This design comes from an exercise in tuning for small area on the open sky130 flow, not from production work.
No activity file was given, so power comes from the tool's default toggle rates.

Setup of east:
==> flow/design.v <==
`timescale 1ns / 1ps
module s_axis_remapper #(
  parameter DATA_WIDTH       = 8,
  parameter IMAGE_KERNEL_12K = 64
)(
  input  logic                  i_clk,
  input  logic                  i_aresetn,
  input  logic [DATA_WIDTH-1:0] i_axis_tdata,
  input  logic                  i_axis_tvalid,
  output logic [DATA_WIDTH-1:0] o_wr_data,      
  output logic                  o_wr_en,        
  output logic [5:0]            o_wr_idx,       
  output logic                  o_kernel_done   
);
always_ff @( posedge i_clk )
  o_wr_data <= i_axis_tdata;
always_ff @( posedge i_clk, negedge i_aresetn )
  begin
    if ( ~i_aresetn ) begin
      o_wr_en  <= 1'b0;
      o_wr_idx <= '0;
    end else begin
      o_wr_en <= i_axis_tvalid;
      if ( o_wr_en ) o_wr_idx <= o_wr_idx + 1'b1;
    end
  end
assign o_kernel_done = o_wr_en & ( &o_wr_idx );
endmodule
`timescale 1ns / 1ps
module remapper_module #(
  parameter DATA_WIDTH       = 8,
  parameter IMAGE_KERNEL_12K = 64
)(
  input  logic                  i_clk,
  input  logic                  i_aresetn,
  input  logic [DATA_WIDTH-1:0] i_wr_data,
  input  logic                  i_wr_en,
  input  logic [5:0]            i_wr_idx,
  input  logic                  i_kernel_done,
  input  logic [5:0]            i_rd_idx,
  output logic [DATA_WIDTH-1:0] o_rd_data,
  output logic                  o_rd_frame_start,  
  output logic                  o_rd_line_end      
);
logic [8:0] kernel_cnt;
logic [1:0] kernel_mod3;
always_ff @( posedge i_clk, negedge i_aresetn )
  begin
    if ( ~i_aresetn ) begin
      kernel_cnt  <= '0;
      kernel_mod3 <= '0;
    end else if ( i_kernel_done ) begin
      kernel_cnt  <= kernel_cnt + 1'b1;
      kernel_mod3 <= ( kernel_mod3 == 2'd2 ) ? 2'd0 : kernel_mod3 + 1'b1;
    end
  end
assign o_rd_frame_start = ( kernel_cnt == 9'd1 );
assign o_rd_line_end    = ( kernel_cnt[1:0] == 2'd0 );
function automatic logic [5:0] slot_of ( input logic [5:0] x, input logic [1:0] m3,
                                         input logic m0, input logic m1 );
  logic [5:0] y;
  case ( { m3, m0 } )
    3'b000 : y = x;                                            
    3'b011 : y = { x[0], x[3], x[2], x[1], x[5], x[4] };       
    3'b100 : y = { x[4], x[2], x[1], x[5], x[0], x[3] };       
    3'b001 : y = { x[3], x[1], x[5], x[0], x[4], x[2] };       
    3'b010 : y = { x[2], x[5], x[0], x[4], x[3], x[1] };       
    default: y = { x[1], x[0], x[4], x[3], x[2], x[5] };       
  endcase
  slot_of = y ^ { 6 { m1 } };
endfunction
logic [5:0] wr_slot, rd_slot;
assign wr_slot = slot_of( i_wr_idx, kernel_mod3, kernel_cnt[0], kernel_cnt[1] );
assign rd_slot = slot_of( i_rd_idx, kernel_mod3, kernel_cnt[0], kernel_cnt[1] );
logic [DATA_WIDTH-1:0] mem [0:IMAGE_KERNEL_12K-1];
always_ff @( posedge i_clk )
  if ( i_wr_en ) mem[wr_slot] <= i_wr_data;
assign o_rd_data = mem[rd_slot];
endmodule
`timescale 1ns / 1ps
module m_axis_remapper #(
  parameter DATA_WIDTH       = 8,
  parameter IMAGE_KERNEL_12K = 64
)(
  input  logic                  i_clk,
  input  logic                  i_aresetn,
  input  logic                  i_kernel_done,
  output logic [5:0]            o_rd_idx,
  input  logic [DATA_WIDTH-1:0] i_rd_data,
  input  logic                  i_rd_frame_start,
  input  logic                  i_rd_line_end,
  output logic [DATA_WIDTH-1:0] m_axis_tdata,
  output logic                  m_axis_tvalid,
  output logic                  m_axis_tuser,
  output logic                  m_axis_tlast
);
logic rd_active;
always_ff @( posedge i_clk, negedge i_aresetn )
  begin
    if ( ~i_aresetn ) begin
      rd_active     <= 1'b0;
      o_rd_idx      <= '0;
      m_axis_tvalid <= 1'b0;
      m_axis_tuser  <= 1'b0;
      m_axis_tlast  <= 1'b0;
    end else begin
      rd_active     <= i_kernel_done | ( rd_active & ~( &o_rd_idx ) );
      if ( rd_active ) o_rd_idx <= o_rd_idx + 1'b1;
      m_axis_tvalid <= rd_active;
      m_axis_tuser  <= ( o_rd_idx == 6'd0 ) & i_rd_frame_start;
      m_axis_tlast  <= ( &o_rd_idx ) & i_rd_line_end;
    end
  end
always_ff @( posedge i_clk )
  m_axis_tdata <= i_rd_data;
endmodule
`timescale 1ns / 1ps
module sv_remapper_12k_top #(
  parameter DATA_WIDTH       = 8,
  parameter IMAGE_KERNEL_12K = 64,
  parameter IMG_WIDTH        = 256,
  parameter IMG_HEIGHT       = 128
)(
  input  logic                  i_clk,
  input  logic                  i_aresetn,
  input  logic [DATA_WIDTH-1:0] s_axis_tdata,
  input  logic                  s_axis_tvalid,
  input  logic                  s_axis_tuser,
  input  logic                  s_axis_tlast,
  output logic                  s_axis_tready,
  output logic [DATA_WIDTH-1:0] m_axis_tdata,
  output logic                  m_axis_tvalid,
  output logic                  m_axis_tuser,
  output logic                  m_axis_tlast
);
always_ff @( posedge i_clk, negedge i_aresetn )
  begin
    if ( ~i_aresetn ) s_axis_tready <= 1'b0;
    else              s_axis_tready <= 1'b1;
  end
logic [DATA_WIDTH-1:0] wr_data;
logic                  wr_en;
logic [5:0]            wr_idx;
logic                  kernel_done;
logic [5:0]            rd_idx;
logic [DATA_WIDTH-1:0] rd_data;
logic                  rd_frame_start;
logic                  rd_line_end;
s_axis_remapper #(
  .DATA_WIDTH       ( DATA_WIDTH       ),
  .IMAGE_KERNEL_12K ( IMAGE_KERNEL_12K )
) remapper_receiver (
  .i_clk         ( i_clk         ),
  .i_aresetn     ( i_aresetn     ),
  .i_axis_tdata  ( s_axis_tdata  ),
  .i_axis_tvalid ( s_axis_tvalid ),
  .o_wr_data     ( wr_data       ),
  .o_wr_en       ( wr_en         ),
  .o_wr_idx      ( wr_idx        ),
  .o_kernel_done ( kernel_done   )
);
remapper_module #(
  .DATA_WIDTH       ( DATA_WIDTH       ),
  .IMAGE_KERNEL_12K ( IMAGE_KERNEL_12K )
) remapper_proc (
  .i_clk            ( i_clk          ),
  .i_aresetn        ( i_aresetn      ),
  .i_wr_data        ( wr_data        ),
  .i_wr_en          ( wr_en          ),
  .i_wr_idx         ( wr_idx         ),
  .i_kernel_done    ( kernel_done    ),
  .i_rd_idx         ( rd_idx         ),
  .o_rd_data        ( rd_data        ),
  .o_rd_frame_start ( rd_frame_start ),
  .o_rd_line_end    ( rd_line_end    )
);
m_axis_remapper #(
  .DATA_WIDTH       ( DATA_WIDTH       ),
  .IMAGE_KERNEL_12K ( IMAGE_KERNEL_12K )
) remapper_transmitter (
  .i_clk            ( i_clk          ),
  .i_aresetn        ( i_aresetn      ),
  .i_kernel_done    ( kernel_done    ),
  .o_rd_idx         ( rd_idx         ),
  .i_rd_data        ( rd_data        ),
  .i_rd_frame_start ( rd_frame_start ),
  .i_rd_line_end    ( rd_line_end    ),
  .m_axis_tdata     ( m_axis_tdata   ),
  .m_axis_tvalid    ( m_axis_tvalid  ),
  .m_axis_tuser     ( m_axis_tuser   ),
  .m_axis_tlast     ( m_axis_tlast   )
);
endmodule
export LEC_CHECK = 0
export CAP_MARGIN = 20
export CORE_MARGIN = 2
export CORE_UTILIZATION = 40
export SLEW_MARGIN = 20
create_clock -name core_clock -period 4.0 [get_ports {i_clk}]
run.sh (not shown) runs the stock make flow with config.mk's settings and CLKGATE_MAP_FILE= SYNTH_SCRIPT=/design/flow/synth_recipe.tcl, a recipe that flattens the netlist after the stock synthesis.
For west, these inputs were changed with respect to east:
-- flow/design.v --
<<< east, line 73
assign wr_slot = slot_of( i_wr_idx, kernel_mod3, kernel_cnt[0], kernel_cnt[1] );
assign rd_slot = slot_of( i_rd_idx, kernel_mod3, kernel_cnt[0], kernel_cnt[1] );
logic [DATA_WIDTH-1:0] mem [0:IMAGE_KERNEL_12K-1];
always_ff @( posedge i_clk )
  if ( i_wr_en ) mem[wr_slot] <= i_wr_data;
assign o_rd_data = mem[rd_slot];
endmodule
`timescale 1ns / 1ps
>>> west, line 73
assign wr_slot = slot_of( i_wr_idx, kernel_mod3, kernel_cnt[0], kernel_cnt[1] );
assign rd_slot = slot_of( i_rd_idx, kernel_mod3, kernel_cnt[0], kernel_cnt[1] );
logic [7:0] wr_hi, wr_lo, rd_hi, rd_lo;
always_comb
  begin
    for ( int i = 0; i < 8; i++ ) begin
      wr_hi[i] = i_wr_en & ( wr_slot[5:3] == i );
      wr_lo[i] = ( wr_slot[2:0] == i );
      rd_hi[i] = ( rd_slot[5:3] == i );
      rd_lo[i] = ( rd_slot[2:0] == i );
    end
  end
logic [DATA_WIDTH-1:0] mem [0:IMAGE_KERNEL_12K-1];
logic [DATA_WIDTH-1:0] rd_or;
always_ff @( posedge i_clk )
  for ( int s = 0; s < IMAGE_KERNEL_12K; s++ )
    if ( wr_hi[s/8] & wr_lo[s%8] ) mem[s] <= i_wr_data;
always_comb
  begin
    rd_or = '0;
    for ( int s = 0; s < IMAGE_KERNEL_12K; s++ )
      rd_or = rd_or | ( mem[s] & { DATA_WIDTH { rd_hi[s/8] & rd_lo[s%8] } } );
  end
assign o_rd_data = rd_or;
endmodule
`timescale 1ns / 1ps
==> notes.md <==
- west vs east: number of stages on the worst setup path up in west
- Between east and west, the flow reports via count decreasing by a little under 10%.
- west vs east on part of the total power dissipated in combinational logic: west is the higher one.
- Compared with east, routed wire length on met3 in west increased by more than a quarter.
- Going from east to west, total length of routed wires grows by 5000 um.
- Against east, mean cell area of the mapped netlist in west rose by more than 10%.
- Clock group total power for west is higher than for east.
- Compared with east, west has less setup slack.
No run of this note included a check of the RTL's function; only the layout flow was run.

==> static timing again, ports no longer ideal <==
How much do the figures lean on ideal ports? The routed layouts below were timed once more, with nothing changed but the port constraints.
Step 1 assumes that a clkbuf_16 drives the clock port and a buf_2 every other input.
Step 2, shift: input delay + t, output delay - t, t = (earliest + latest rising clock arrival at the registers) / 2. This alone moves slack from input paths to output paths.
a / b / c = ideal ports / drivers / drivers and shift; a / b = the first two.
run	shift t [ns]	setup slack, ns	worst setup path at the end	worst slew at a driven data input, ns	pins driven straight from the clock port
east	0.690	0.213 / 0.213 / 0.213	register to register	0.03	1
west	0.686	0.091 / 0.091 / 0.091	register to register	0.03	1
After both steps setup and hold are still met in every run listed.
